Background: an optimization exercise with open tools, aiming at small area. Do not read the settings as production practice.
In this exercise RTL edits were held to simulation tests only and were not proved equivalent to the original.
No activity file was given, so power comes from the tool's default toggle rates.

==> flow/design.v, too long to show whole: its modules and the start of the top module <==
// module rst_synch: 19 lines
// module counter: 17 lines
// module shift_reg: 12 lines
// module serial_buff: 11 lines
// module input_buff: 17 lines
// module bintree: 386 lines
// module fadd: 6 lines
// module hadd: 6 lines
// module xcorr_proc: 26 lines
// module xcorr_bit: 5 lines
// module proc_array: 47 lines
// module output_lut: 137 lines
// module output_proc: 25 lines
// module ssl: 79 lines
module ssl(clk, erst, din, dIdA, dIdB, dIdC, dSsA);
  // ...
==> flow/flow/run.sh <==
#!/bin/bash
# Own layout flow: the standard synthesis, then the standard ORFS layout
# with these changes (settings in flow/knobs.sh):
#  * combinational cells in the synthesized netlist start at their smallest
#    drive strength (downsize.py); repair_design and repair_timing size up
#    whatever needs it;
#  * floorplan removes synthesis buffers instead of sizing on wire-load
#    estimates (REMOVE_ABC_BUFFERS);
#  * the port buffers are the smallest buffer cell;
#  * CTS uses the clock buffer and clustering in knobs.sh and no dummy loads.
set -euo pipefail
R=orfs/results/${FLOW_PLATFORM}/ssl/base
source flow/knobs.sh

bash standard.sh synth > synth.log 2>&1
cp $R/1_2_yosys.v synth_netlist.v
python3 flow/downsize.py $R/1_2_yosys.v > downsize.log 2>&1

CTS="-sink_clustering_enable -repair_clock_nets -dont_use_dummy_load"
CTS="$CTS -buf_list $CTS_BUF $CTS_EXTRA"
bash standard.sh REMOVE_ABC_BUFFERS=1 "CTS_ARGS=$CTS" \
    "BUFFER_PORTS_ARGS=-buffer_cell sky130_fd_sc_hd__buf_1" \
    $EXTRA_VARS finish > layout.log 2>&1
==> flow/flow/downsize.py <==
#!/usr/bin/env python3
"""Rewrite a sky130hd gate-level netlist so that every combinational cell is
the smallest drive strength of its function (same cell family, same pins).
Flip-flops, tie cells and clock cells are left alone."""
import re
import sys

LIB = '/OpenROAD-flow-scripts/flow/platforms/sky130hd/lib/sky130_fd_sc_hd__tt_025C_1v80.lib'
DONT = ('probe', 'lpflow', 'df', 'sdf', 'edf', 'dl', 'conb', 'clk', 'tap',
        'fill', 'decap', 'diode', 'mux4')


def areas():
    t = open(LIB).read()
    res = {}
    for m in re.finditer(r'\n\s*cell\s*\(\s*"?(\w+)"?\s*\)', t):
        a = re.search(r'area\s*:\s*([\d.]+)', t[m.end():m.end() + 5000])
        if a:
            res[m.group(1)] = float(a.group(1))
    return res


def main(path):
    area = areas()
    fam = {}
    for c in area:
        m = re.match(r'(sky130_fd_sc_hd__\w+?)_(\d+)$', c)
        if m:
            fam.setdefault(m.group(1), []).append(c)
    best = {}
    for base, cells in fam.items():
        if any(k in base[len('sky130_fd_sc_hd__'):] for k in DONT):
            continue
        small = min(cells, key=lambda c: (area[c], int(c.rsplit('_', 1)[1])))
        for c in cells:
            if c != small and area[c] > area[small]:
                best[c] = small
    text = open(path).read()
    count = {}

    def sub(m):
        c = m.group(1)
        if c in best:
            count[c] = count.get(c, 0) + 1
            return best[c] + m.group(2)
        return m.group(0)

    text = re.sub(r'\b(sky130_fd_sc_hd__\w+)(\s+\S+\s*\()', sub, text)
    open(path, 'w').write(text)
    for c, n in sorted(count.items()):
        print('%5d %s -> %s' % (n, c, best[c]))


if __name__ == '__main__':
    main(sys.argv[1])
==> flow/flow/knobs.sh <==
CTS_BUF=sky130_fd_sc_hd__clkbuf_4
CTS_EXTRA="-sink_clustering_size 9 -sink_clustering_max_diameter 40"
EXTRA_VARS=""
==> flow/standard.sh <==
#!/bin/bash
# synth_recipe.tcl (not shown) runs the flow's synth.tcl, then flattens the netlist and writes it again
# the make line also repeats each setting of config.mk as NAME=value (left out here)
make -C /OpenROAD-flow-scripts/flow DESIGN_CONFIG=/design/flow/config.mk WORK_HOME=/design/flow/orfs CLKGATE_MAP_FILE= SYNTH_SCRIPT=/design/flow/synth_recipe.tcl "${@:-finish}"
==> flow/config.mk <==
export PLATFORM = sky130hd
export DESIGN_NAME = ssl
export DESIGN_NICKNAME = ssl
export VERILOG_FILES = /design/flow/design.v
export SDC_FILE = /design/flow/constraint.sdc
export NUM_CORES = 4
export LEC_CHECK = 0
export CAP_MARGIN = 20
export CORE_MARGIN = 2
export CORE_UTILIZATION = 50
export SLEW_MARGIN = 20
export SYNTH_HIERARCHICAL = 1
export SYNTH_MINIMUM_KEEP_SIZE = 0
==> flow/constraint.sdc <==
create_clock -name core_clock -period 15.0 [get_ports {clk}]
set_input_delay 3.0000 -clock core_clock [delete_from_list [all_inputs] [get_ports {clk}]]
set_output_delay 3.0000 -clock core_clock [all_outputs]
set_load 0.01 [all_outputs]
==> impl_metrics.ini, run 1 <==
[status]
status = timing/DRC/antenna clean

[clocking]
cts_tree = done
postCtsSetupBuffers = 0
cts-buffers-inserted = 156
cts_resized = 0
hold_buffers = 0

[timing]
finalSetupViolCount = 0
post-route-period-util_pct = 69.3
rsz0062_at_grt = no
fin_crit_ns = 10.40
max_freq_ghz = 0.0962
skew_ns = 0.137
fin_setup_tns_ns = 0

[cells_and_area]
multi_input_area_um2 = 13700
multi_input_area_share_pct = 33.3
layout-drive-gt1-share_pct = 7.36
layout_commonest_cell = dfxtp_1
utilization_pct = 54.0
synthToLayoutAreaGrowth_pct = 6.49
inv_count = 58

[detailed_routing]
met2_length_mm = 39.5
topRoutingLayerUsed = met5
ant_nets = 0

[setup_path]
slowest_stage = buf_4
cpPeakStageDelay_ns = 0.90
cp-start-kind = flip-flop
startpoint = ph$_DFFE_PN0N_
rr_startpoint = ph$_DFFE_PN0N_

[grt]
grt_pass1_vias = 22200
antenna_found_initial = 3
grt_overflow_total = 0
grt_max_degree = 152
met2_usage_pct = 34.1
busiest_layer = met2

[pwr]
peakVddDrop_mv = 0.114
pwr-share-seq_pct = 63.1
powerSeq_uw = 3540
powerComb_uw = 687
maxPowerGroup = sequential cells

[synthesis]
ys_warn_count = 15

[die]
start_util_pct = 50.7
dieHeight_um = 282
rows = 101
die_area_um2 = 79600

[flow_run]
cap_violations = 0
==> module output_lut, before the edit <==
module output_lut(din, dout);
    input [6:0] din;
    output reg [20:0] dout;
    always @ (*) begin
        case (din)
            7'd0: dout = 21'b100000000100001000000;
            7'd1: dout = 21'b100000000000000010000;
            7'd2: dout = 21'b100000000000000000000;
            7'd3: dout = 21'b100000000000001111000;
            7'd4: dout = 21'b100000000000000000010;
            7'd5: dout = 21'b100000000000000010010;
            7'd6: dout = 21'b100000000000000010010;
            7'd7: dout = 21'b100000000000000011001;
            7'd8: dout = 21'b100000000000000110000;
            7'd9: dout = 21'b100000000000000100100;
            7'd10: dout = 21'b100000000000001111001;
            7'd11: dout = 21'b100000000000001000000;
            7'd12: dout = 21'b100000011110000010000;
            7'd13: dout = 21'b100000011110000000000;
            7'd14: dout = 21'b100000011110001111000;
            7'd15: dout = 21'b100000011110000000010;
            7'd16: dout = 21'b100000011110000010010;
            7'd17: dout = 21'b100000011110000011001;
            7'd18: dout = 21'b100000011110000110000;
            7'd19: dout = 21'b100000011110000100100;
            7'd20: dout = 21'b100000011110001111001;
            7'd21: dout = 21'b100000011110001111001;
            7'd22: dout = 21'b100000011110001000000;
            7'd23: dout = 21'b100000000000100010000;
            7'd24: dout = 21'b100000000000100000000;
            7'd25: dout = 21'b100000000000101111000;
            7'd26: dout = 21'b100000000000100000010;
            7'd27: dout = 21'b100000000000100010010;
            7'd28: dout = 21'b100000000000100011001;
            7'd29: dout = 21'b100000000000100110000;
            7'd30: dout = 21'b100000000000100100100;
            7'd31: dout = 21'b100000000000101111001;
            7'd32: dout = 21'b100000000100100010000;
            7'd33: dout = 21'b100000000100100000000;
            7'd34: dout = 21'b100000000100101111000;
            7'd35: dout = 21'b100000000100100000010;
            7'd36: dout = 21'b100000000100100010010;
            7'd37: dout = 21'b100000000100100011001;
            7'd38: dout = 21'b100000000100100110000;
            7'd39: dout = 21'b100000000100100100100;
            7'd40: dout = 21'b100000000100101111001;
            7'd41: dout = 21'b100000000110010010000;
            7'd42: dout = 21'b100000000110010000000;
            7'd43: dout = 21'b100000000110011111000;
            7'd44: dout = 21'b100000000110010000010;
            7'd45: dout = 21'b100000000110010011001;
            7'd46: dout = 21'b100000000110010110000;
            7'd47: dout = 21'b100000000110010100100;
            7'd48: dout = 21'b100000000110011000000;
            7'd49: dout = 21'b100000001100000010000;
            7'd50: dout = 21'b100000001100001111000;
            7'd51: dout = 21'b100000001100000000010;
            7'd52: dout = 21'b100000001100000011001;
            7'd53: dout = 21'b100000001100000110000;
            7'd54: dout = 21'b100000001100001111001;
            7'd55: dout = 21'b100000001001000010000;
            7'd56: dout = 21'b100000001001001111000;
            7'd57: dout = 21'b100000001001000010010;
            7'd58: dout = 21'b100000001001000110000;
            7'd59: dout = 21'b100000001001001111001;
            7'd60: dout = 21'b100000011110010000000;
            7'd61: dout = 21'b100000011110010011001;
            7'd62: dout = 21'b100000011110011000000;
            7'd63: dout = 21'b100000010000001000000;
            7'd64: dout = 21'b100000010000001000000;
            7'd65: dout = 21'b111100100000001000000;
            7'd66: dout = 21'b111100111110001000000;
            7'd67: dout = 21'b111100100000100000010;
            7'd68: dout = 21'b111100100000100100100;
            7'd69: dout = 21'b111100100100100010000;
            7'd70: dout = 21'b111100100100101111000;
            7'd71: dout = 21'b111100100100100010010;
            7'd72: dout = 21'b111100100100100110000;
            7'd73: dout = 21'b111100100100101111001;
            7'd74: dout = 21'b111100100110010010000;
            7'd75: dout = 21'b111100100110011111000;
            7'd76: dout = 21'b111100100110010000010;
            7'd77: dout = 21'b111100100110010011001;
            7'd78: dout = 21'b111100100110010110000;
            7'd79: dout = 21'b111100100110011111001;
            7'd80: dout = 21'b111100100110011000000;
            7'd81: dout = 21'b111100101100000000000;
            7'd82: dout = 21'b111100101100001111000;
            7'd83: dout = 21'b111100101100000000010;
            7'd84: dout = 21'b111100101100000011001;
            7'd85: dout = 21'b111100101100000110000;
            7'd86: dout = 21'b111100101100000100100;
            7'd87: dout = 21'b111100101100001111001;
            7'd88: dout = 21'b111100101001000010000;
            7'd89: dout = 21'b111100101001000000000;
            7'd90: dout = 21'b111100101001001111000;
            7'd91: dout = 21'b111100101001000000010;
            7'd92: dout = 21'b111100101001000010010;
            7'd93: dout = 21'b111100101001000011001;
            7'd94: dout = 21'b111100101001000110000;
            7'd95: dout = 21'b111100101001000100100;
            7'd96: dout = 21'b111100101001001111001;
            7'd97: dout = 21'b111100111110010010000;
            7'd98: dout = 21'b111100111110010000000;
            7'd99: dout = 21'b111100111110011111000;
            7'd100: dout = 21'b111100111110010000010;
            7'd101: dout = 21'b111100111110010010010;
            7'd102: dout = 21'b111100111110010011001;
            7'd103: dout = 21'b111100111110010110000;
            7'd104: dout = 21'b111100111110010100100;
            7'd105: dout = 21'b111100111110011111001;
            7'd106: dout = 21'b111100111110011000000;
            7'd107: dout = 21'b111100110000000010000;
            7'd108: dout = 21'b111100110000000010000;
            7'd109: dout = 21'b111100110000000000000;
            7'd110: dout = 21'b111100110000001111000;
            7'd111: dout = 21'b111100110000000000010;
            7'd112: dout = 21'b111100110000000010010;
            7'd113: dout = 21'b111100110000000011001;
            7'd114: dout = 21'b111100110000000110000;
            7'd115: dout = 21'b111100110000000100100;
            7'd116: dout = 21'b111100110000001111001;
            7'd117: dout = 21'b111100110000001000000;
            7'd118: dout = 21'b100000000100000010000;
            7'd119: dout = 21'b100000000100000000000;
            7'd120: dout = 21'b100000000100001111000;
            7'd121: dout = 21'b100000000100000000010;
            7'd122: dout = 21'b100000000100000010010;
            7'd123: dout = 21'b100000000100000010010;
            7'd124: dout = 21'b100000000100000011001;
            7'd125: dout = 21'b100000000100000110000;
            7'd126: dout = 21'b100000000100000100100;
            7'd127: dout = 21'b100000000100001111001;
            default: dout = 21'd0;
        endcase
    end
endmodule
==> run 2: changes to the inputs <==
--- a/flow/design.v
+++ b/flow/design.v
@@ -563,136 +563,549 @@
     input [6:0] din;
-    output reg [20:0] dout;
-    always @ (*) begin
-        case (din)
-            7'd0: dout = 21'b100000000100001000000;
-            7'd1: dout = 21'b100000000000000010000;
-            7'd2: dout = 21'b100000000000000000000;
-            7'd3: dout = 21'b100000000000001111000;
-            7'd4: dout = 21'b100000000000000000010;
-            7'd5: dout = 21'b100000000000000010010;
-            7'd6: dout = 21'b100000000000000010010;
-            7'd7: dout = 21'b100000000000000011001;
-            7'd8: dout = 21'b100000000000000110000;
-            7'd9: dout = 21'b100000000000000100100;
-            7'd10: dout = 21'b100000000000001111001;
-            7'd11: dout = 21'b100000000000001000000;
-            7'd12: dout = 21'b100000011110000010000;
-            7'd13: dout = 21'b100000011110000000000;
-            7'd14: dout = 21'b100000011110001111000;
-            7'd15: dout = 21'b100000011110000000010;
-            7'd16: dout = 21'b100000011110000010010;
-            7'd17: dout = 21'b100000011110000011001;
-            7'd18: dout = 21'b100000011110000110000;
-            7'd19: dout = 21'b100000011110000100100;
-            7'd20: dout = 21'b100000011110001111001;
-            7'd21: dout = 21'b100000011110001111001;
-            7'd22: dout = 21'b100000011110001000000;
-            7'd23: dout = 21'b100000000000100010000;
-            7'd24: dout = 21'b100000000000100000000;
-            7'd25: dout = 21'b100000000000101111000;
-            7'd26: dout = 21'b100000000000100000010;
-            7'd27: dout = 21'b100000000000100010010;
-            7'd28: dout = 21'b100000000000100011001;
-            7'd29: dout = 21'b100000000000100110000;
-            7'd30: dout = 21'b100000000000100100100;
-            7'd31: dout = 21'b100000000000101111001;
-            7'd32: dout = 21'b100000000100100010000;
-            7'd33: dout = 21'b100000000100100000000;
-            7'd34: dout = 21'b100000000100101111000;
-            7'd35: dout = 21'b100000000100100000010;
-            7'd36: dout = 21'b100000000100100010010;
-            7'd37: dout = 21'b100000000100100011001;
-            7'd38: dout = 21'b100000000100100110000;
-            7'd39: dout = 21'b100000000100100100100;
-            7'd40: dout = 21'b100000000100101111001;
-            7'd41: dout = 21'b100000000110010010000;
-            7'd42: dout = 21'b100000000110010000000;
-            7'd43: dout = 21'b100000000110011111000;
-            7'd44: dout = 21'b100000000110010000010;
-            7'd45: dout = 21'b100000000110010011001;
-            7'd46: dout = 21'b100000000110010110000;
-            7'd47: dout = 21'b100000000110010100100;
-            7'd48: dout = 21'b100000000110011000000;
-            7'd49: dout = 21'b100000001100000010000;
-            7'd50: dout = 21'b100000001100001111000;
-            7'd51: dout = 21'b100000001100000000010;
-            7'd52: dout = 21'b100000001100000011001;
-            7'd53: dout = 21'b100000001100000110000;
-            7'd54: dout = 21'b100000001100001111001;
-            7'd55: dout = 21'b100000001001000010000;
-            7'd56: dout = 21'b100000001001001111000;
-            7'd57: dout = 21'b100000001001000010010;
-            7'd58: dout = 21'b100000001001000110000;
-            7'd59: dout = 21'b100000001001001111001;
-            7'd60: dout = 21'b100000011110010000000;
-            7'd61: dout = 21'b100000011110010011001;
-            7'd62: dout = 21'b100000011110011000000;
-            7'd63: dout = 21'b100000010000001000000;
-            7'd64: dout = 21'b100000010000001000000;
-            7'd65: dout = 21'b111100100000001000000;
-            7'd66: dout = 21'b111100111110001000000;
-            7'd67: dout = 21'b111100100000100000010;
-            7'd68: dout = 21'b111100100000100100100;
-            7'd69: dout = 21'b111100100100100010000;
-            7'd70: dout = 21'b111100100100101111000;
-            7'd71: dout = 21'b111100100100100010010;
-            7'd72: dout = 21'b111100100100100110000;
-            7'd73: dout = 21'b111100100100101111001;
-            7'd74: dout = 21'b111100100110010010000;
-            7'd75: dout = 21'b111100100110011111000;
-            7'd76: dout = 21'b111100100110010000010;
-            7'd77: dout = 21'b111100100110010011001;
-            7'd78: dout = 21'b111100100110010110000;
-            7'd79: dout = 21'b111100100110011111001;
-            7'd80: dout = 21'b111100100110011000000;
-            7'd81: dout = 21'b111100101100000000000;
-            7'd82: dout = 21'b111100101100001111000;
-            7'd83: dout = 21'b111100101100000000010;
-            7'd84: dout = 21'b111100101100000011001;
-            7'd85: dout = 21'b111100101100000110000;
-            7'd86: dout = 21'b111100101100000100100;
-            7'd87: dout = 21'b111100101100001111001;
-            7'd88: dout = 21'b111100101001000010000;
-            7'd89: dout = 21'b111100101001000000000;
-            7'd90: dout = 21'b111100101001001111000;
-            7'd91: dout = 21'b111100101001000000010;
-            7'd92: dout = 21'b111100101001000010010;
-            7'd93: dout = 21'b111100101001000011001;
-            7'd94: dout = 21'b111100101001000110000;
-            7'd95: dout = 21'b111100101001000100100;
-            7'd96: dout = 21'b111100101001001111001;
-            7'd97: dout = 21'b111100111110010010000;
-            7'd98: dout = 21'b111100111110010000000;
-            7'd99: dout = 21'b111100111110011111000;
-            7'd100: dout = 21'b111100111110010000010;
-            7'd101: dout = 21'b111100111110010010010;
-            7'd102: dout = 21'b111100111110010011001;
-            7'd103: dout = 21'b111100111110010110000;
-            7'd104: dout = 21'b111100111110010100100;
-            7'd105: dout = 21'b111100111110011111001;
-            7'd106: dout = 21'b111100111110011000000;
-            7'd107: dout = 21'b111100110000000010000;
-            7'd108: dout = 21'b111100110000000010000;
-            7'd109: dout = 21'b111100110000000000000;
-            7'd110: dout = 21'b111100110000001111000;
-            7'd111: dout = 21'b111100110000000000010;
-            7'd112: dout = 21'b111100110000000010010;
-            7'd113: dout = 21'b111100110000000011001;
-            7'd114: dout = 21'b111100110000000110000;
-            7'd115: dout = 21'b111100110000000100100;
-            7'd116: dout = 21'b111100110000001111001;
-            7'd117: dout = 21'b111100110000001000000;
-            7'd118: dout = 21'b100000000100000010000;
-            7'd119: dout = 21'b100000000100000000000;
-            7'd120: dout = 21'b100000000100001111000;
-            7'd121: dout = 21'b100000000100000000010;
-            7'd122: dout = 21'b100000000100000010010;
-            7'd123: dout = 21'b100000000100000010010;
-            7'd124: dout = 21'b100000000100000011001;
-            7'd125: dout = 21'b100000000100000110000;
-            7'd126: dout = 21'b100000000100000100100;
-            7'd127: dout = 21'b100000000100001111001;
-            default: dout = 21'd0;
-        endcase
-    end
+    output [20:0] dout;
+    wire _000_;
+    wire _001_;
+    wire _002_;
+    wire _003_;
+    wire _004_;
+    wire _005_;
+    wire _006_;
+    wire _007_;
+    wire _008_;
+    wire _009_;
+    wire _010_;
+    wire _011_;
+    wire _012_;
+    wire _013_;
+    wire _014_;
+    wire _015_;
+    wire _016_;
+    wire _017_;
+    wire _018_;
+    wire _019_;
+    wire _020_;
+    wire _021_;
+    wire _022_;
+    wire _023_;
+    wire _024_;
+    wire _025_;
+    wire _026_;
+    wire _027_;
+    wire _028_;
+    wire _029_;
+    wire _030_;
+    wire _031_;
+    wire _032_;
+    wire _033_;
+    wire _034_;
+    wire _035_;
+    wire _036_;
+    wire _037_;
+    wire _038_;
+    wire _039_;
+    wire _040_;
+    wire _041_;
+    wire _042_;
+    wire _043_;
+    wire _044_;
+    wire _045_;
+    wire _046_;
+    wire _047_;
+    wire _048_;
+    wire _049_;
+    wire _050_;
+    wire _051_;
+    wire _052_;
+    wire _053_;
+    wire _054_;
+    wire _055_;
+    wire _056_;
+    wire _057_;
+    wire _058_;
+    wire _059_;
+    wire _060_;
+    wire _061_;
+    wire _062_;
+    wire _063_;
+    wire _064_;
+    wire _065_;
+    wire _066_;
+    wire _067_;
+    wire _068_;
+    wire _069_;
+    wire _070_;
+    wire _071_;
+    wire _072_;
+    wire _073_;
+    wire _074_;
+    wire _075_;
+    wire _076_;
+    wire _077_;
+    wire _078_;
+    wire _079_;
+    wire _080_;
+    wire _081_;
+    wire _082_;
+    wire _083_;
+    wire _084_;
+    wire _085_;
+    wire _086_;
+    wire _087_;
+    wire _088_;
+    wire _089_;
+    wire _090_;
+    wire _091_;
+    wire _092_;
+    wire _093_;
+    wire _094_;
+    wire _095_;
+    wire _096_;
+    wire _097_;
+    wire _098_;
+    wire _099_;
+    wire _100_;
+    wire _101_;
+    wire _102_;
+    wire _103_;
+    wire _104_;
+    wire _105_;
+    wire _106_;
+    wire _107_;
+    wire _108_;
+    wire _109_;
+    wire _110_;
+    wire _111_;
+    wire _112_;
+    wire _113_;
+    wire _114_;
+    wire _115_;
+    wire _116_;
+    wire _117_;
+    wire _118_;
+    wire _119_;
+    wire _120_;
+    wire _121_;
+    wire _122_;
+    wire _123_;
+    wire _124_;
+    wire _125_;
+    wire _126_;
+    wire _127_;
+    wire _128_;
+    wire _129_;
+    wire _130_;
+    wire _131_;
+    wire _132_;
+    wire _133_;
+    wire _134_;
+    wire _135_;
+    wire _136_;
+    wire _137_;
+    wire _138_;
+    wire _139_;
+    wire _140_;
+    wire _141_;
+    wire _142_;
+    wire _143_;
+    wire _144_;
+    wire _145_;
+    wire _146_;
+    wire _147_;
+    wire _148_;
+    wire _149_;
+    wire _150_;
+    wire _151_;
+    wire _152_;
+    wire _153_;
+    wire _154_;
+    wire _155_;
+    wire _156_;
+    wire _157_;
+    wire _158_;
+    wire _159_;
+    wire _160_;
+    wire _161_;
+    wire _162_;
+    wire _163_;
+    wire _164_;
+    wire _165_;
+    wire _166_;
+    wire [17:0] _167_;
+    wire [17:0] _168_;
+    wire [17:0] _169_;
+    wire [17:0] _170_;
+    wire [17:0] _171_;
+    wire [17:0] _172_;
+    wire [17:0] _173_;
+    wire [17:0] _174_;
+    wire [17:0] _175_;
+    wire [17:0] _176_;
+    wire [17:0] _177_;
+    wire [17:0] _178_;
+    wire [17:0] _179_;
+    wire [17:0] _180_;
+    wire [17:0] _181_;
+    wire [17:0] _182_;
+    wire [17:0] _183_;
+    wire [17:0] _184_;
+    wire [17:0] _185_;
+    wire [17:0] _186_;
+    wire [17:0] _187_;
+    wire [17:0] _188_;
+    wire [17:0] _189_;
+    wire [17:0] _190_;
+    wire [17:0] _191_;
+    wire [17:0] _192_;
+    wire [17:0] _193_;
+    wire [17:0] _194_;
+    wire [17:0] _195_;
+    wire [17:0] _196_;
+    wire [17:0] _197_;
+    wire [17:0] _198_;
+    wire [17:0] _199_;
+    wire [17:0] _200_;
+    wire [17:0] _201_;
+    wire [17:0] _202_;
+    wire [17:0] _203_;
+    wire [17:0] _204_;
+    assign { _203_[17:5], _203_[3:0] } = { _201_[1], _201_[1], _201_[1], _201_[1], _201_[1], 1'h0, din[1], 4'h0, _201_[1], _196_[11], _196_[11], 2'h0, _196_[11] };
+    assign _200_[17:1] = { 12'hf48, din[1], _197_[1], _200_[0], _196_[3], _196_[11] };
+    assign { _198_[17:7], _198_[5:4], _198_[2:0] } = { 5'h1e, _197_[4], 1'h1, _196_[11], 2'h0, _196_[11], _198_[3], _198_[3], 1'h0, _196_[3], 1'h0 };
+    assign { _199_[17:5], _199_[3:0] } = { 11'h7b0, _196_[3], _197_[4], _196_[6], _198_[3], 1'h0, _196_[6] };
+    assign { _201_[17:2], _201_[0] } = { 12'hff2, _196_[3], _197_[4], _198_[3], 1'h0, _198_[3] };
+    assign { _204_[17:5], _204_[3:0] } = { 11'h010, _196_[11], _196_[11], _196_[11], 1'h0, _197_[4], 1'h0 };
+    assign { _197_[17:5], _197_[3:2], _197_[0] } = { 13'h0000, _196_[3], 1'h0, _196_[3] };
+    assign { _196_[17:12], _196_[10:7], _196_[5:4], _196_[2:0] } = { 10'h000, _196_[3], din[0], 3'h0 };
+    assign { _195_[17:7], _195_[2], _195_[0] } = { 11'h010, _184_[2], _184_[0] };
+    assign { _194_[17:14], _194_[12], _194_[10:6], _194_[3:1] } = { _194_[13], _194_[13], _194_[13], _194_[13], 5'h00, _192_[1], _194_[0], _181_[5], _181_[11] };
+    assign { _193_[17:8], _193_[2:0] } = { 5'h1f, _193_[7], _193_[7], _193_[7], 2'h0, _181_[11], _181_[0], _182_[2] };
+    assign { _192_[17:6], _192_[2] } = { 4'hf, _186_[7], 1'h1, _186_[7], _186_[7], _181_[11], 1'h0, _186_[7], _181_[6], 1'h0 };
+    assign { _202_[17:7], _202_[5:0] } = { 5'h1f, _197_[1], _197_[1], _197_[1], 2'h0, _197_[1], _201_[1], din[0], _200_[0], _196_[11], 1'h0, _200_[0] };
+    assign { _191_[17:7], _191_[5], _191_[2:0] } = { 5'h1e, _186_[7], 1'h1, _181_[11], 2'h0, _181_[11], _189_[11], _184_[2], _181_[5], _184_[0] };
+    assign { _190_[17:9], _190_[3:1] } = { 7'h79, _190_[7], 1'h0, din[0], 1'h0, _186_[1] };
+    assign { _189_[17:14], _189_[12], _189_[10:9], _189_[7:6], _189_[3:0] } = { _186_[7], _186_[7], _186_[7], _186_[7], _182_[0], _182_[0], 2'h0, _182_[5], _184_[2], _186_[1], _181_[3], 1'h0 };
+    assign { _188_[17:10], _188_[8:6], _188_[3:1] } = { 4'h0, din[2], _183_[10], _181_[1], _181_[1], 1'h0, _181_[1], _186_[5], _186_[3], 1'h0, _182_[2] };
+    assign { _187_[17:7], _187_[2:1] } = { 5'h00, _186_[7], _183_[10], _181_[11], _181_[0], 1'h0, _181_[11], 1'h0, _181_[5] };
+    assign { _186_[17:8], _186_[6], _186_[2] } = { 7'h01, _186_[7], 1'h0, _181_[11], _181_[6], _181_[0] };
+    assign { _185_[17:6], _185_[2] } = { 11'h012, _182_[0], _181_[0] };
+    assign _184_[17:7] = 11'h002;
+    assign { _183_[17:11], _183_[9:6], _183_[3:1] } = { 4'h0, _183_[10], _183_[10], _183_[10], 1'h0, _181_[0], 1'h0, _181_[1], _183_[0], _181_[5], _181_[11] };
+    assign { _182_[17:7], _182_[1] } = { 4'h0, din[2], din[2], din[2], din[2], 3'h0, _181_[0] };
+    assign { _181_[17:12], _181_[10:7], _181_[2] } = 11'h000;
+    assign { _180_[17:14], _180_[12], _180_[10:7], _180_[2] } = { _180_[13], _180_[13], _180_[13], _180_[13], 5'h00, _174_[2] };
+    assign { _179_[17:13], _179_[11:8] } = { 4'hf, _177_[14], _179_[7], _179_[7], _178_[7], 1'h0 };
+    assign { _178_[17:12], _178_[10:8] } = { 5'h1e, _177_[14], _178_[7], din[3], 1'h0 };
+    assign { _177_[17:15], _177_[9] } = { _177_[14], _177_[14], _177_[14], 1'h0 };
+    assign { _176_[17:13], _176_[10], _176_[8], _176_[2] } = { 4'h0, _173_[10], _176_[7], 2'h0 };
+    assign _175_[17:9] = { 7'h01, _175_[7], 1'h0 };
+    assign { _174_[17:11], _174_[9], _174_[7] } = { 4'h0, _174_[10], _174_[10], _174_[10], 2'h0 };
+    assign { _173_[17:12], _173_[9:7] } = { 4'h0, _173_[10], _173_[10], 3'h0 };
+    assign { _172_[17:15], _172_[10], _172_[8] } = { _172_[14], _172_[14], _172_[14], _172_[7], 1'h0 };
+    assign _171_[17:15] = { _171_[14], _171_[14], _171_[14] };
+    assign { _170_[17:14], _170_[10] } = { 4'h0, _170_[7] };
+    assign { _169_[17:12], _169_[9], _169_[7] } = { 4'h0, _169_[10], _169_[10], 2'h0 };
+    assign _168_[17:15] = { _168_[14], _168_[14], _168_[14] };
+    assign _167_[17:14] = 4'h0;
+    assign dout[20:15] = { 1'h1, dout[14], dout[14], dout[14], 2'h0 };
+    assign _002_ = din[2];
+    assign _001_ = din[1];
+    assign _000_ = din[0];
+    assign _003_ = din[3];
+    assign _004_ = din[4];
+    assign _005_ = din[5];
+    assign _006_ = din[6];
+    assign dout[13] = _011_;
+    assign dout[12] = _010_;
+    assign dout[11] = _009_;
+    assign dout[10] = _008_;
+    assign dout[9] = _021_;
+    assign dout[8] = _020_;
+    assign dout[7] = _019_;
+    assign dout[6] = _018_;
+    assign dout[5] = _017_;
+    assign dout[4] = _016_;
+    assign dout[3] = _015_;
+    assign dout[2] = _014_;
+    assign dout[1] = _013_;
+    assign dout[0] = _007_;
+    assign dout[14] = _012_;
+    lut_a31oi g0 (.A1(_052_), .A2(_001_), .A3(_004_), .B1(_068_), .Y(_069_));
+    lut_o21ai g1 (.A1(_164_), .A2(_160_), .B1(_102_), .Y(_070_));
+    lut_clkinv g2 (.A(_133_), .Y(_071_));
+    lut_a211oi g3 (.A1(_157_), .A2(_071_), .B1(_067_), .C1(_046_), .Y(_072_));
+    lut_o311ai g4 (.A1(_006_), .A2(_115_), .A3(_061_), .B1(_070_), .C1(_072_), .Y(_073_));
+    lut_nor2 g5 (.A(_073_), .B(_069_), .Y(_074_));
+    lut_clkinv g6 (.A(_074_), .Y(_075_));
+    lut_nor2 g7 (.A(_016_), .B(_075_), .Y(_014_));
+    lut_a311oi g8 (.A1(_094_), .A2(_107_), .A3(_122_), .B1(_067_), .C1(_014_), .Y(_076_));
+    lut_nand3 g9 (.A(_076_), .B(_065_), .C(_066_), .Y(_077_));
+    lut_a22oi g10 (.A1(_095_), .A2(_104_), .B1(_077_), .B2(_060_), .Y(_018_));
+    lut_nand2 g11 (.A(_018_), .B(_016_), .Y(_078_));
+    lut_o211ai g12 (.A1(_125_), .A2(_064_), .B1(_075_), .C1(_078_), .Y(_017_));
+    lut_clkinv g13 (.A(_078_), .Y(_079_));
+    lut_nand2 g14 (.A(_071_), .B(_121_), .Y(_080_));
+    lut_a21oi g15 (.A1(_144_), .A2(_113_), .B1(_155_), .Y(_081_));
+    lut_nand3 g16 (.A(_094_), .B(_004_), .C(_005_), .Y(_082_));
+    lut_nand2 g17 (.A(_104_), .B(_002_), .Y(_083_));
+    lut_a21oi g18 (.A1(_083_), .A2(_082_), .B1(_047_), .Y(_084_));
+    lut_a31oi g19 (.A1(_095_), .A2(_137_), .A3(_111_), .B1(_084_), .Y(_085_));
+    lut_a22oi g20 (.A1(_081_), .A2(_085_), .B1(_142_), .B2(_080_), .Y(_086_));
+    lut_nor2 g21 (.A(_086_), .B(_079_), .Y(_087_));
+    lut_clkinv g22 (.A(_087_), .Y(_015_));
+    lut_a21oi g23 (.A1(_002_), .A2(_001_), .B1(_064_), .Y(_088_));
+    lut_nor4 g24 (.A(_031_), .B(_074_), .C(_088_), .D(_015_), .Y(_013_));
+    lut_nand3 g25 (.A(_122_), .B(_091_), .C(_101_), .Y(_089_));
+    lut_o21ai g26 (.A1(_117_), .A2(_122_), .B1(_089_), .Y(_090_));
+    lut_a2111oi g27 (.A1(_156_), .A2(_079_), .B1(_135_), .C1(_090_), .D1(_087_), .Y(_007_));
+    lut_a22o g28 (.A1(_160_), .A2(_052_), .B1(_077_), .B2(_029_), .X(_012_));
+    lut_clkinv g29 (.A(_002_), .Y(_091_));
+    lut_clkinv g30 (.A(_003_), .Y(_092_));
+    lut_nor2 g31 (.A(_091_), .B(_092_), .Y(_093_));
+    lut_nor2 g32 (.A(_002_), .B(_003_), .Y(_094_));
+    lut_nor2 g33 (.A(_001_), .B(_000_), .Y(_095_));
+    lut_a21oi g34 (.A1(_094_), .A2(_095_), .B1(_093_), .Y(_096_));
+    lut_nor3 g35 (.A(_004_), .B(_005_), .C(_006_), .Y(_097_));
+    lut_clkinv g36 (.A(_005_), .Y(_098_));
+    lut_nor2 g37 (.A(_003_), .B(_004_), .Y(_099_));
+    lut_clkinv g38 (.A(_004_), .Y(_100_));
+    lut_nor2 g39 (.A(_092_), .B(_100_), .Y(_101_));
+    lut_a211oi g40 (.A1(_000_), .A2(_099_), .B1(_091_), .C1(_101_), .Y(_102_));
+    lut_nand3 g41 (.A(_102_), .B(_000_), .C(_005_), .Y(_103_));
+    lut_nor2 g42 (.A(_005_), .B(_092_), .Y(_104_));
+    lut_nor2 g43 (.A(_003_), .B(_098_), .Y(_105_));
+    lut_nor2 g44 (.A(_104_), .B(_105_), .Y(_106_));
+    lut_clkinv g45 (.A(_095_), .Y(_107_));
+    lut_nor2 g46 (.A(_004_), .B(_091_), .Y(_108_));
+    lut_clkinv g47 (.A(_108_), .Y(_109_));
+    lut_nor3 g48 (.A(_107_), .B(_109_), .C(_106_), .Y(_110_));
+    lut_nor2 g49 (.A(_091_), .B(_100_), .Y(_111_));
+    lut_clkinv g50 (.A(_001_), .Y(_112_));
+    lut_nor2 g51 (.A(_000_), .B(_112_), .Y(_113_));
+    lut_a31oi g52 (.A1(_106_), .A2(_111_), .A3(_113_), .B1(_110_), .Y(_114_));
+    lut_nor2 g53 (.A(_001_), .B(_003_), .Y(_115_));
+    lut_nor2 g54 (.A(_002_), .B(_004_), .Y(_116_));
+    lut_clkinv g55 (.A(_116_), .Y(_117_));
+    lut_nor4 g56 (.A(_000_), .B(_098_), .C(_115_), .D(_117_), .Y(_118_));
+    lut_nor2 g57 (.A(_005_), .B(_100_), .Y(_119_));
+    lut_clkinv g58 (.A(_000_), .Y(_120_));
+    lut_nor2 g59 (.A(_112_), .B(_120_), .Y(_121_));
+    lut_clkinv g60 (.A(_121_), .Y(_122_));
+    lut_nor2 g61 (.A(_092_), .B(_122_), .Y(_123_));
+    lut_nor2 g62 (.A(_120_), .B(_100_), .Y(_124_));
+    lut_clkinv g63 (.A(_124_), .Y(_125_));
+    lut_nor4 g64 (.A(_002_), .B(_001_), .C(_092_), .D(_125_), .Y(_126_));
+    lut_clkinv g65 (.A(_094_), .Y(_127_));
+    lut_nor2 g66 (.A(_005_), .B(_127_), .Y(_128_));
+    lut_clkinv g67 (.A(_128_), .Y(_129_));
+    lut_a21oi g68 (.A1(_001_), .A2(_004_), .B1(_129_), .Y(_130_));
+    lut_a2111oi g69 (.A1(_119_), .A2(_123_), .B1(_118_), .C1(_126_), .D1(_130_), .Y(_131_));
+    lut_nand3 g70 (.A(_131_), .B(_103_), .C(_114_), .Y(_132_));
+    lut_nand2 g71 (.A(_099_), .B(_098_), .Y(_133_));
+    lut_nor2 g72 (.A(_133_), .B(_107_), .Y(_134_));
+    lut_nor2 g73 (.A(_112_), .B(_127_), .Y(_135_));
+    lut_nor2 g74 (.A(_001_), .B(_120_), .Y(_136_));
+    lut_clkinv g75 (.A(_104_), .Y(_137_));
+    lut_o21ai g76 (.A1(_119_), .A2(_093_), .B1(_137_), .Y(_138_));
+    lut_o21ai g77 (.A1(_098_), .A2(_109_), .B1(_138_), .Y(_139_));
+    lut_clkinv g78 (.A(_111_), .Y(_140_));
+    lut_a211oi g79 (.A1(_003_), .A2(_005_), .B1(_107_), .C1(_140_), .Y(_141_));
+    lut_a211oi g80 (.A1(_139_), .A2(_136_), .B1(_006_), .C1(_141_), .Y(_142_));
+    lut_nor2 g81 (.A(_004_), .B(_106_), .Y(_143_));
+    lut_nor2 g82 (.A(_098_), .B(_109_), .Y(_144_));
+    lut_o21ai g83 (.A1(_144_), .A2(_143_), .B1(_000_), .Y(_145_));
+    lut_nand2 g84 (.A(_004_), .B(_005_), .Y(_146_));
+    lut_nand3 g85 (.A(_127_), .B(_119_), .C(_120_), .Y(_147_));
+    lut_clkinv g86 (.A(_093_), .Y(_148_));
+    lut_nor3 g87 (.A(_001_), .B(_098_), .C(_148_), .Y(_149_));
+    lut_a31oi g88 (.A1(_106_), .A2(_116_), .A3(_113_), .B1(_149_), .Y(_150_));
+    lut_o2111ai g89 (.A1(_096_), .A2(_146_), .B1(_147_), .C1(_145_), .D1(_150_), .Y(_151_));
+    lut_a221oi g90 (.A1(_124_), .A2(_135_), .B1(_151_), .B2(_142_), .C1(_134_), .Y(_152_));
+    lut_clkinv g91 (.A(_152_), .Y(_153_));
+    lut_a21oi g92 (.A1(_006_), .A2(_132_), .B1(_153_), .Y(_016_));
+    lut_a2111oi g93 (.A1(_002_), .A2(_006_), .B1(_000_), .C1(_098_), .D1(_016_), .Y(_154_));
+    lut_clkinv g94 (.A(_006_), .Y(_155_));
+    lut_nor2 g95 (.A(_000_), .B(_109_), .Y(_156_));
+    lut_clkinv g96 (.A(_156_), .Y(_157_));
+    lut_a21oi g97 (.A1(_157_), .A2(_129_), .B1(_155_), .Y(_158_));
+    lut_clkinv g98 (.A(_158_), .Y(_159_));
+    lut_nor2 g99 (.A(_098_), .B(_155_), .Y(_160_));
+    lut_clkinv g100 (.A(_160_), .Y(_161_));
+    lut_nor2 g101 (.A(_002_), .B(_001_), .Y(_162_));
+    lut_a31oi g102 (.A1(_162_), .A2(_100_), .A3(_006_), .B1(_099_), .Y(_163_));
+    lut_nor2 g103 (.A(_005_), .B(_006_), .Y(_164_));
+    lut_nor2 g104 (.A(_164_), .B(_160_), .Y(_165_));
+    lut_nand2 g105 (.A(_165_), .B(_163_), .Y(_166_));
+    lut_nor2 g106 (.A(_100_), .B(_149_), .Y(_022_));
+    lut_o22ai g107 (.A1(_161_), .A2(_163_), .B1(_166_), .B2(_022_), .Y(_023_));
+    lut_a21oi g108 (.A1(_004_), .A2(_095_), .B1(_023_), .Y(_024_));
+    lut_a21oi g109 (.A1(_095_), .A2(_159_), .B1(_024_), .Y(_025_));
+    lut_nor2 g110 (.A(_025_), .B(_154_), .Y(_026_));
+    lut_clkinv g111 (.A(_026_), .Y(_019_));
+    lut_nor2 g112 (.A(_101_), .B(_160_), .Y(_027_));
+    lut_nor2 g113 (.A(_098_), .B(_108_), .Y(_028_));
+    lut_nor2 g114 (.A(_005_), .B(_155_), .Y(_029_));
+    lut_a22oi g115 (.A1(_148_), .A2(_029_), .B1(_027_), .B2(_028_), .Y(_030_));
+    lut_o22ai g116 (.A1(_104_), .A2(_140_), .B1(_121_), .B2(_030_), .Y(_031_));
+    lut_a21oi g117 (.A1(_092_), .A2(_113_), .B1(_123_), .Y(_032_));
+    lut_o21ai g118 (.A1(_100_), .A2(_005_), .B1(_032_), .Y(_033_));
+    lut_nor3 g119 (.A(_003_), .B(_091_), .C(_112_), .Y(_034_));
+    lut_nor3 g120 (.A(_092_), .B(_100_), .C(_161_), .Y(_035_));
+    lut_o32ai g121 (.A1(_027_), .A2(_034_), .A3(_035_), .B1(_033_), .B2(_159_), .Y(_036_));
+    lut_a31oi g122 (.A1(_155_), .A2(_121_), .A3(_031_), .B1(_036_), .Y(_037_));
+    lut_nor2 g123 (.A(_037_), .B(_019_), .Y(_038_));
+    lut_a21oi g124 (.A1(_096_), .A2(_097_), .B1(_038_), .Y(_009_));
+    lut_nor2 g125 (.A(_004_), .B(_127_), .Y(_039_));
+    lut_nor2 g126 (.A(_164_), .B(_039_), .Y(_040_));
+    lut_a21oi g127 (.A1(_155_), .A2(_039_), .B1(_040_), .Y(_041_));
+    lut_o21ai g128 (.A1(_019_), .A2(_041_), .B1(_009_), .Y(_042_));
+    lut_nand2 g129 (.A(_111_), .B(_120_), .Y(_043_));
+    lut_o211ai g130 (.A1(_034_), .A2(_125_), .B1(_029_), .C1(_043_), .Y(_044_));
+    lut_nand2 g131 (.A(_112_), .B(_100_), .Y(_045_));
+    lut_nor3 g132 (.A(_003_), .B(_098_), .C(_045_), .Y(_046_));
+    lut_clkinv g133 (.A(_136_), .Y(_047_));
+    lut_nand3 g134 (.A(_028_), .B(_047_), .C(_155_), .Y(_048_));
+    lut_o21ai g135 (.A1(_046_), .A2(_048_), .B1(_044_), .Y(_049_));
+    lut_o21a g136 (.A1(_162_), .A2(_033_), .B1(_049_), .X(_050_));
+    lut_nor2 g137 (.A(_005_), .B(_050_), .Y(_051_));
+    lut_o21ai g138 (.A1(_009_), .A2(_051_), .B1(_042_), .Y(_052_));
+    lut_a31oi g139 (.A1(_002_), .A2(_155_), .A3(_101_), .B1(_166_), .Y(_053_));
+    lut_clkinv g140 (.A(_053_), .Y(_054_));
+    lut_nor2 g141 (.A(_005_), .B(_153_), .Y(_055_));
+    lut_o21bai g142 (.A1(_023_), .A2(_055_), .B1_N(_009_), .Y(_056_));
+    lut_nand3 g143 (.A(_052_), .B(_054_), .C(_056_), .Y(_057_));
+    lut_clkinv g144 (.A(_057_), .Y(_011_));
+    lut_clkinv g145 (.A(_042_), .Y(_008_));
+    lut_nor2 g146 (.A(_023_), .B(_008_), .Y(_058_));
+    lut_xor2 g147 (.A(_054_), .B(_058_), .X(_010_));
+    lut_lpflow_inputiso0p g148 (.A(_010_), .SLEEP(_009_), .X(_021_));
+    lut_nor2 g149 (.A(_100_), .B(_164_), .Y(_059_));
+    lut_nor3 g150 (.A(_097_), .B(_059_), .C(_052_), .Y(_020_));
+    lut_clkinv g151 (.A(_050_), .Y(_060_));
+    lut_clkinv g152 (.A(_031_), .Y(_061_));
+    lut_o211ai g153 (.A1(_120_), .A2(_098_), .B1(_112_), .C1(_003_), .Y(_062_));
+    lut_a31oi g154 (.A1(_148_), .A2(_062_), .A3(_117_), .B1(_165_), .Y(_063_));
+    lut_clkinv g155 (.A(_063_), .Y(_064_));
+    lut_o21ai g156 (.A1(_061_), .A2(_057_), .B1(_064_), .Y(_065_));
+    lut_nand3 g157 (.A(_011_), .B(_033_), .C(_063_), .Y(_066_));
+    lut_nor2 g158 (.A(_001_), .B(_148_), .Y(_067_));
+    lut_o21ai g159 (.A1(_091_), .A2(_095_), .B1(_045_), .Y(_068_));
+endmodule
+module lut_a2111oi(A1, A2, B1, C1, D1, Y);
+    input A1, A2, B1, C1, D1;
+    output Y;
+    assign Y = (~(A1)&~(B1)&~(C1)&~(D1)) | (~(A2)&~(B1)&~(C1)&~(D1));
+endmodule
+module lut_a211oi(A1, A2, B1, C1, Y);
+    input A1, A2, B1, C1;
+    output Y;
+    assign Y = (~(A1)&~(B1)&~(C1)) | (~(A2)&~(B1)&~(C1));
+endmodule
+module lut_a21oi(A1, A2, B1, Y);
+    input A1, A2, B1;
+    output Y;
+    assign Y = (~(A1)&~(B1)) | (~(A2)&~(B1));
+endmodule
+module lut_a221oi(A1, A2, B1, B2, C1, Y);
+    input A1, A2, B1, B2, C1;
+    output Y;
+    assign Y = (~(A1)&~(B1)&~(C1)) | (~(A1)&~(B2)&~(C1)) | (~(A2)&~(B1)&~(C1)) | (~(A2)&~(B2)&~(C1));
+endmodule
+module lut_a22o(A1, A2, B1, B2, X);
+    input A1, A2, B1, B2;
+    output X;
+    assign X = ((B1)&(B2)) | ((A1)&(A2));
+endmodule
+module lut_a22oi(A1, A2, B1, B2, Y);
+    input A1, A2, B1, B2;
+    output Y;
+    assign Y = (~(A1)&~(B1)) | (~(A1)&~(B2)) | (~(A2)&~(B1)) | (~(A2)&~(B2));
+endmodule
+module lut_a311oi(A1, A2, A3, B1, C1, Y);
+    input A1, A2, A3, B1, C1;
+    output Y;
+    assign Y = (~(A1)&~(B1)&~(C1)) | (~(A2)&~(B1)&~(C1)) | (~(A3)&~(B1)&~(C1));
+endmodule
+module lut_a31oi(A1, A2, A3, B1, Y);
+    input A1, A2, A3, B1;
+    output Y;
+    assign Y = (~(A1)&~(B1)) | (~(A2)&~(B1)) | (~(A3)&~(B1));
+endmodule
+module lut_clkinv(A, Y);
+    input A;
+    output Y;
+    assign Y = (~(A));
+endmodule
+module lut_lpflow_inputiso0p(A, SLEEP, X);
+    input A, SLEEP;
+    output X;
+    assign X = (~(SLEEP)&(A));
+endmodule
+module lut_nand2(A, B, Y);
+    input A, B;
+    output Y;
+    assign Y = (~(A)) | (~(B));
+endmodule
+module lut_nand3(A, B, C, Y);
+    input A, B, C;
+    output Y;
+    assign Y = (~(A)) | (~(B)) | (~(C));
+endmodule
+module lut_nor2(A, B, Y);
+    input A, B;
+    output Y;
+    assign Y = (~(A)&~(B));
+endmodule
+module lut_nor3(A, B, C, Y);
+    input A, B, C;
+    output Y;
+    assign Y = (~(A)&~(B)&~(C));
+endmodule
+module lut_nor4(A, B, C, D, Y);
+    input A, B, C, D;
+    output Y;
+    assign Y = (~(A)&~(B)&~(C)&~(D));
+endmodule
+module lut_o2111ai(A1, A2, B1, C1, D1, Y);
+    input A1, A2, B1, C1, D1;
+    output Y;
+    assign Y = (~(A1)&~(A2)) | (~(B1)) | (~(C1)) | (~(D1));
+endmodule
+module lut_o211ai(A1, A2, B1, C1, Y);
+    input A1, A2, B1, C1;
+    output Y;
+    assign Y = (~(A1)&~(A2)) | (~(B1)) | (~(C1));
+endmodule
+module lut_o21a(A1, A2, B1, X);
+    input A1, A2, B1;
+    output X;
+    assign X = ((A1)&(B1)) | ((A2)&(B1));
+endmodule
+module lut_o21ai(A1, A2, B1, Y);
+    input A1, A2, B1;
+    output Y;
+    assign Y = (~(A1)&~(A2)) | (~(B1));
+endmodule
+module lut_o21bai(A1, A2, B1_N, Y);
+    input A1, A2, B1_N;
+    output Y;
+    assign Y = (~(A1)&~(A2)) | ((B1_N));
+endmodule
+module lut_o22ai(A1, A2, B1, B2, Y);
+    input A1, A2, B1, B2;
+    output Y;
+    assign Y = (~(B1)&~(B2)) | (~(A1)&~(A2));
+endmodule
+module lut_o311ai(A1, A2, A3, B1, C1, Y);
+    input A1, A2, A3, B1, C1;
+    output Y;
+    assign Y = (~(A1)&~(A2)&~(A3)) | (~(B1)) | (~(C1));
+endmodule
+module lut_o32ai(A1, A2, A3, B1, B2, Y);
+    input A1, A2, A3, B1, B2;
+    output Y;
+    assign Y = (~(A1)&~(A2)&~(A3)) | (~(B1)&~(B2));
+endmodule
+module lut_xor2(A, B, X);
+    input A, B;
+    output X;
+    assign X = ((A)&~(B)) | (~(A)&(B));
 endmodule
==> flow/flow/knobs.sh (replaced) <==
CTS_BUF=sky130_fd_sc_hd__clkbuf_4
CTS_EXTRA="-sink_clustering_size 10 -sink_clustering_max_diameter 40"
EXTRA_VARS=""
--- a/flow/config.mk
+++ b/flow/config.mk
@@ -9,3 +9,3 @@
 export CORE_MARGIN = 2
-export CORE_UTILIZATION = 50
+export CORE_UTILIZATION = 65
 export SLEW_MARGIN = 20
==> run 2 against run 1 <==
Still clean; utilization grew 15 points; final cell count shrank 10%; routed wire length decreased by 6.6%.
==> impl_metrics.ini, run 2 <==
[setup_path]
arrival_ns = 11.09
crit_fanout = 98
cp-start-kind = flip-flop
cp.required_ns = 15.63
endpoint_kind = flip-flop
path_class = flip-flop to flip-flop

[clocking]
hold_buffers = 0
cts-buffers-inserted = 139
cts_tree = done
htree_num_levels = 4
clockBufferDepth = 3
cts.clk_slew.worst_paths_ns = 0.10
postCtsSetupBuffers = 0
clock_latency_ns = 1.00
cts_resized = 0
cts_root_buf = clkbuf_4
clkSinkCount = 1122

[synthesis]
syn_area_per_cell_um2 = 16.2
ys_warn_count = 14
syn_area_um2 = 37800
synth_cells = 2331

[cells_and_area]
fin_cells = 3238
final_cell_mix = dfxtp_1, o221ai_1, fa_1
layout_commonest_cell = dfxtp_1
utilization_pct = 69.3
layout-drive-gt1-share_pct = 6.56
finish.net_count = 2886
n_fill_cell = 4014
synthToLayoutAreaGrowth_pct = 5.48

[grt]
grt_max_degree = 226
grt_pass1_vias = 21000
grt_pass1_wl_mm = 122
grt_overflow_total = 0
grt_use_total_pct = 27.0
antenna_found_initial = 2

[detailed_routing]
via_per_inst = 6.11
vias = 19800
avgRoutedWirePerCell_um = 23.9
ant_nets = 0
drt_wl_total_mm = 77.5
drt_pre_antenna_iters = 5
drc_errors = 0
drt_iter0_drc = 1353

[pwr]
finalPower_uw = 5520
p_per_area_nw_per_um2 = 138
peakVddDrop_mv = 0.184
leakage_uw = 0.0122

[timing]
worst_slack_ns = 4.53
post-route-period-util_pct = 69.8
worst_slew_pin_slew_ns = 1.14
max_freq_ghz = 0.0955
maxSlewViolCount = 0
hold_violations = 0
finalSetupViolCount = 0
rsz0062_at_grt = no
fin_crit_ns = 10.47
skew_ns = 0.114
relSlewSlack_pct = 23.8

[die]
start_util_pct = 65.7
core_area_um2 = 57600
die_area_um2 = 60100
io_pins = 48
die_x_um = 245
rows = 88
dieHeight_um = 245

[placed_design]
dp_slack_ns = 4.64
post-dp-hpwl_mm = 56.8
port_buffers = 45
placed_cells = 3097
place_congestion = 0.909

[flow_run]
cap_violations = 0

[status]
status = timing/DRC/antenna clean

[hold_path]
hold_path_class = flip-flop to flip-flop
## run 2: where the power goes
part | internal [uW] | switching (uW)
Sequential | 3400 | 134
Combinational | 214 | 467
Clock | 428 | 878
## run 2: final timing paths
kind	cells past startpoint	slack (ns)	end	from
max in group asynchronous	1	12.84	rstSynchInst.buff[3]$_DFF_PN0_	erst
hold reg to reg	0	0.29	procArrayA.serialBuffInst.doutB[75]$_DFF_P_	procArrayA.serialBuffInst.doutB[74]$_DFF_P_
setup reg to reg	20	4.53	procArrayC.best[6]$_DFFE_PP_	ph$_DFFE_PN0N_
hold / removal	0	0.29	procArrayA.serialBuffInst.doutB[75]$_DFF_P_	procArrayA.serialBuffInst.doutB[74]$_DFF_P_
min in group asynchronous	0	0.36	inputBuffInst.dinBuff[0]$_DFFE_PN0N_	rstSynchInst.buff[3]$_DFF_PN0_
setup / recovery	20	4.53	procArrayC.best[6]$_DFFE_PP_	ph$_DFFE_PN0N_
## run 2: layout make-up
| class | instances | area (um2) | area share, % |
|---|---|---|---|
| antenna | 2 | 5.00 | 0.0125 |
| clock buffer | 139 | 1040 | 2.62 |
| inverter | 80 | 308 | 0.771 |
| multi-input combinational | 1075 | 12800 | 32.2 |
| sequential | 1122 | 24500 | 61.4 |
| tap | 765 | 957 | 2.40 |
| timing repair buffer | 55 | 256 | 0.643 |
## run 2: worst max-delay path, cell delays in order, from the launching register on
cell and delay [ns]:
dfrtp_4 0.91, buf_4 0.90, buf_4 0.80, o221ai_1 0.32, fa_1 0.54, fa_1 0.56, fa_1 0.45, fa_1 0.46
fa_1 0.52, fa_1 0.46, fa_1 0.47, fa_1 0.46, fa_1 0.47, fa_1 0.52, ha_1 0.22, ha_1 0.30
ha_1 0.34, a21o_1 0.17, a211oi_1 0.24, a2bb2oi_1 0.55, buf_4 0.32
## run 2: per-stage QoR
step	cell area (um2)	setup TNS (ns)	hold WS (ns)
floorplan	37600	-624.09	0.327
global placement	38900	0	0.327
detailed placement	38900	0	0.334
CTS	39900	0	0.271
global route	39900	0	0.264
finish	39900	0	0.288
## run 2: metal layers
layer / part of all wire (%) / wire length, um / global-route usage, % / vias to the layer above
met2: 47 / 36200 / 41.5 / 573
met3: 5.5 / 4290 / 5.78 / 139
met4: 2.7 / 2100 / 9.47 / 0
met5: 0 / 0 / 0 / -
li1: - / - / - / 8859
met1: 45 / 34800 / 38.7 / 10200
==> module counter, before the edit <==
module counter(clk, rst, ena, dout);
    parameter NDATA = 128;
    localparam NDATA_LOG = $clog2(NDATA);
    input clk;
    input rst;
    input ena;
    output reg [NDATA_LOG-1:0] dout;
    wire [NDATA_LOG-1:0] dout_next;
    assign dout_next = dout + {{(NDATA_LOG-1){1'd0}}, 1'd1};
    always @ (posedge clk or negedge rst) begin
        if (!rst)
            dout <= {NDATA_LOG{1'd0}};
        else
            if (!ena)
                dout <= dout_next;
    end
endmodule
==> module ssl, before the edit <==
module ssl(clk, erst, din, dIdA, dIdB, dIdC, dSsA);
    input clk;
    input erst;
    input [3:0] din;
    output [6:0] dIdA;
    output [6:0] dIdB;
    output [6:0] dIdC;
    output [20:0] dSsA;
    wire rst;
    wire ena;
    wire [6:0] cntin;
    wire [3:0] dline;
    wire [127:0] dinRef;
    reg ph;
    reg valid0, valid1;
    rst_synch #(4, 2) rstSynchInst (
        .clk (clk),
        .erst (erst),
        .rst (rst),
        .ena (ena)
    );
    counter #(128) counterInst (
        .clk (clk),
        .rst (rst),
        .ena (ena),
        .dout (cntin)
    );
    input_buff inputBuffInst (
        .din (din),
        .clk (clk),
        .rst (rst),
        .ena (ena),
        .dout (dline)
    );
    always @ (posedge clk or negedge rst) begin
        if (!rst) begin
            ph <= 1'b0;
            valid0 <= 1'b0;
            valid1 <= 1'b0;
        end
        else if (cntin == 7'd127) begin
            ph <= ~ph;
            valid0 <= 1'b1;
            valid1 <= valid0;
        end
    end
    wire cnt0 = (cntin == 7'd0);
    wire first = (cntin == 7'd1);
    wire inwin = (cntin != 7'd0) && (cntin < 7'd125);
    wire [6:0] lag = cntin - 7'd1;
    shift_reg refInst (
        .din (dline[0]),
        .clk (clk),
        .load (cnt0),
        .dout (dinRef)
    );
    proc_array procArrayA (
        .dinRef (dinRef), .din (dline[1]), .clk (clk), .rst (rst),
        .ph (ph), .phn (~ph), .first (first), .inwin (inwin), .lag (lag),
        .cnt0 (cnt0), .valid (valid1), .dout (dIdA)
    );
    proc_array procArrayB (
        .dinRef (dinRef), .din (dline[2]), .clk (clk), .rst (rst),
        .ph (ph), .phn (~ph), .first (first), .inwin (inwin), .lag (lag),
        .cnt0 (cnt0), .valid (valid1), .dout (dIdB)
    );
    proc_array procArrayC (
        .dinRef (dinRef), .din (dline[3]), .clk (clk), .rst (rst),
        .ph (ph), .phn (~ph), .first (first), .inwin (inwin), .lag (lag),
        .cnt0 (cnt0), .valid (valid1), .dout (dIdC)
    );
    output_proc outputProcA (
        .din (dIdA),
        .clk (clk),
        .rst (rst),
        .load (cntin == 7'd4),
        .dout (dSsA)
    );
endmodule
==> run 3: changes to the inputs <==
--- a/flow/design.v
+++ b/flow/design.v
@@ -22,4 +22,2 @@
 module counter(clk, rst, ena, dout);
-    parameter NDATA = 128;
-    localparam NDATA_LOG = $clog2(NDATA);
     input clk;
@@ -27,11 +25,8 @@
     input ena;
-    output reg [NDATA_LOG-1:0] dout;
-    wire [NDATA_LOG-1:0] dout_next;
-    assign dout_next = dout + {{(NDATA_LOG-1){1'd0}}, 1'd1};
+    output reg [6:0] dout;
     always @ (posedge clk or negedge rst) begin
         if (!rst)
-            dout <= {NDATA_LOG{1'd0}};
-        else
-            if (!ena)
-                dout <= dout_next;
+            dout <= 7'd127;
+        else if (!ena)
+            dout <= dout + 7'd1;
     end
@@ -1159,3 +1154,3 @@
     );
-    counter #(128) counterInst (
+    counter counterInst (
         .clk (clk),
@@ -1178,3 +1173,3 @@
         end
-        else if (cntin == 7'd127) begin
+        else if (cntin == 7'd126) begin
             ph <= ~ph;
@@ -1184,6 +1179,6 @@
     end
-    wire cnt0 = (cntin == 7'd0);
-    wire first = (cntin == 7'd1);
-    wire inwin = (cntin != 7'd0) && (cntin < 7'd125);
-    wire [6:0] lag = cntin - 7'd1;
+    wire cnt0 = (cntin == 7'd127);
+    wire first = (cntin == 7'd0);
+    wire inwin = (cntin < 7'd124);
+    wire [6:0] lag = cntin;
     shift_reg refInst (
@@ -1213,3 +1208,3 @@
         .rst (rst),
-        .load (cntin == 7'd4),
+        .load (cntin == 7'd3),
         .dout (dSsA)
==> run 3 against run 2 <==
Synthesized cell count decreased by 0.86%; register-to-register slack gained 0.02 ns; critical path type unchanged; utilization about the same; die area is 0.34% lower; clock skew decreased by 0.024 ns; clock power hardly changed; non-clock buffer count did not move; count of clock-buffer cells in the layout grew 1.
==> impl_metrics.ini, run 3 <==
[status]
status = timing/DRC/antenna clean

[timing]
maxSlewViolCount = 0
worst_slack_ns = 4.56
skew_ns = 0.0903
finalSetupViolCount = 0
max_freq_ghz = 0.0958
rsz0062_at_grt = no
fin_crit_ns = 10.44
hold_violations = 0
relSlewSlack_pct = 25.2
holdWs_ns = 0.296
post-route-period-util_pct = 69.6
worst_slew_pin_slew_ns = 1.12

[clocking]
cts_root_buf = clkbuf_4
clock_latency_ns = 0.96
postCtsSetupBuffers = 0
htree_num_levels = 4
cts.clk_slew.worst_paths_ns = 0.10
clkSinkCount = 1122
cts_tree = done
clockBufferDepth = 3
hold_buffers = 0
cts-buffers-inserted = 140
cts_resized = 0

[placed_design]
dpl-instance-area_um2 = 38700
place_congestion = 0.867
post-dp-hpwl_mm = 56.2
dp_slack_ns = 4.75
port_buffers = 45

[grt]
grt_pass1_wl_mm = 121
grt_max_degree = 217
use_met1_pct = 38.1
antenna_found_initial = 2
met3_usage_pct = 5.29
met2_usage_pct = 41.9
grt_use_total_pct = 26.9
grt_overflow_total = 0
grt_pass1_vias = 21000
busiest_layer = met2

[die]
start_util_pct = 65.6
rows = 88
die_x_um = 245
core_area_um2 = 57500
io_pins = 48
die_area_um2 = 59900
dieHeight_um = 245

[cells_and_area]
regArea_um2 = 24500
final_area_um2 = 39800
layout_commonest_cell = dfxtp_1
multi_input_area_um2 = 12700
synthToLayoutAreaGrowth_pct = 5.60
n_fill_cell = 3963
final_cell_mix = dfxtp_1, o221ai_1, fa_1
finish.net_count = 2863
layout-drive-gt1-share_pct = 6.97

[setup_path]
startpoint = ph$_DFFE_PN0N_
r2r_end = procArrayA.bestId[5]$_DFFE_PP_
rr_startpoint = ph$_DFFE_PN0N_
crit_fanout = 216
arrival_ns = 11.06
reg2reg_slack_ns = 4.56
r2r_cells = 20
cp.required_ns = 15.62
path_class = flip-flop to flip-flop
endpoint = procArrayA.bestId[5]$_DFFE_PP_
cp-start-kind = flip-flop
endpoint_kind = flip-flop

[detailed_routing]
drt_wl_total_mm = 76.9
via_per_inst = 6.10
drc_errors = 0
drt_pre_antenna_iters = 5
vias = 19700
drt_iter0_drc = 1522
avgRoutedWirePerCell_um = 23.9
ant_nets = 0

[pwr]
pwr-share-seq_pct = 68.5
p_sw_uw = 1090
clockPowerShare_pct = 27.1
p_per_area_nw_per_um2 = 121
leakage_uw = 0.0123
internal-power_uw = 3730
peakVddDrop_mv = 0.0945
switching_share_pct = 22.6
p_comb_share_pct = 4.4
finalPower_uw = 4820

[synthesis]
syn_area_um2 = 37700
ys_warn_count = 14
synth_cells = 2311
syn_area_per_cell_um2 = 16.3

[hold_path]
hold_path_class = flip-flop to flip-flop

[flow_run]
cap_violations = 0
run 3: power groups by stage:
stage / Combinational (uW) / Sequential [uW] / Clock [uW]
final: 212 / 3300 / 1310
after global routing: 240 / 3320 / 1460
after CTS: 212 / 3300 / 1350
after detailed placement: 211 / 3370 / 0
after global placement: 205 / 3370 / 0
after floorplan: 147 / 3340 / 0
run 3: cell type report:
| type | count | area share [%] |
|---|---|---|
| diodes | 3 | 0.0189 |
| clock buffers | 140 | 2.64 |
| inverters | 77 | 0.745 |
| multi-input cells | 1058 | 32.0 |
| flip-flops and latches | 1122 | 61.6 |
| well taps | 765 | 2.40 |
| repair buffers | 55 | 0.676 |
run 3: metal layers:
metal	share of wire [%]	up-vias
met5	0	-
met4	2.9	0
met3	5.4	144
met2	47	535
met1	44	10200
li1	-	8808
run 3: worst min-delay path by stage:
stage	from	to	slack, ns	depth (start not counted)
after floorplan	refInst.hist[99]$_DFF_P_	refInst.hist[100]$_DFF_P_	0.33	0
after global placement	refInst.hist[93]$_DFF_P_	refInst.hist[94]$_DFF_P_	0.33	0
after detailed placement	refInst.hist[81]$_DFF_P_	refInst.hist[82]$_DFF_P_	0.33	0
after CTS	procArrayB.serialBuffInst.doutB[34]$_DFF_P_	procArrayB.serialBuffInst.doutB[35]$_DFF_P_	0.29	0
after global routing	procArrayB.serialBuffInst.doutA[48]$_DFF_P_	procArrayB.serialBuffInst.doutA[49]$_DFF_P_	0.28	0
final	procArrayB.serialBuffInst.doutA[48]$_DFF_P_	procArrayB.serialBuffInst.doutA[49]$_DFF_P_	0.30	0
run 3: worst max-delay path, stage by stage, from the launching register on:
cell and delay, ns:
dfrtp_4 0.69, inv_8 0.66, buf_12 0.62, o221ai_1 0.29, fa_1 0.56, fa_1 0.68, fa_1 0.50, fa_1 0.50
fa_1 0.52, fa_1 0.48, fa_1 0.48, fa_1 0.47, fa_1 0.47, fa_1 0.57, ha_1 0.24, ha_1 0.29
ha_1 0.34, a21o_1 0.17, a211oi_1 0.25, a2bb2oi_1 0.58, buf_4 0.31
run 3: metrics by stage:
step / utilization, % / setup TNS (ns) / cells
2_1_floorplan: - / -624.09 / 2257
3_3_place_gp: 67.4 / 0 / 3077
3_5_place_dp: 67.4 / 0 / 3077
4_1_cts: 69.2 / 0 / 3217
5_1_grt: 69.3 / 0 / 3220
6_report: 69.3 / 0 / 3220

==> afterwards: timing with drivers on the ports <==
The results above use ideal ports. As a check the final layouts listed here were re-extracted and re-timed, cells and wires unchanged.
Step 1 assumes that a clkbuf_16 drives the clock port and a buf_2 every other input.
Step 2 times the ports against the registers' clock, not the clock port: input delays grow and output delays shrink by t, the midpoint of the rising clock arrivals with the driver on.
a / b / c = no drivers / after step 1 / after step 2; a / b = the first two.
| run | t (ns) | slack for setup (ns) | hold slack, ns | cell pins on the clock port's net |
|---|---|---|---|---|
| run 1 | 1.038 | 4.602 / 4.602 / 4.602 | 0.250 / 0.250 / 0.250 | 1 |
| run 2 | 1.004 | 4.533 / 4.533 / 4.533 | 0.288 / 0.288 / 0.288 | 1 |
| run 3 | 0.971 | 4.557 / 4.557 / 4.557 | 0.296 / 0.296 / 0.296 | 1 |
After both steps setup and hold are still met in every run listed.
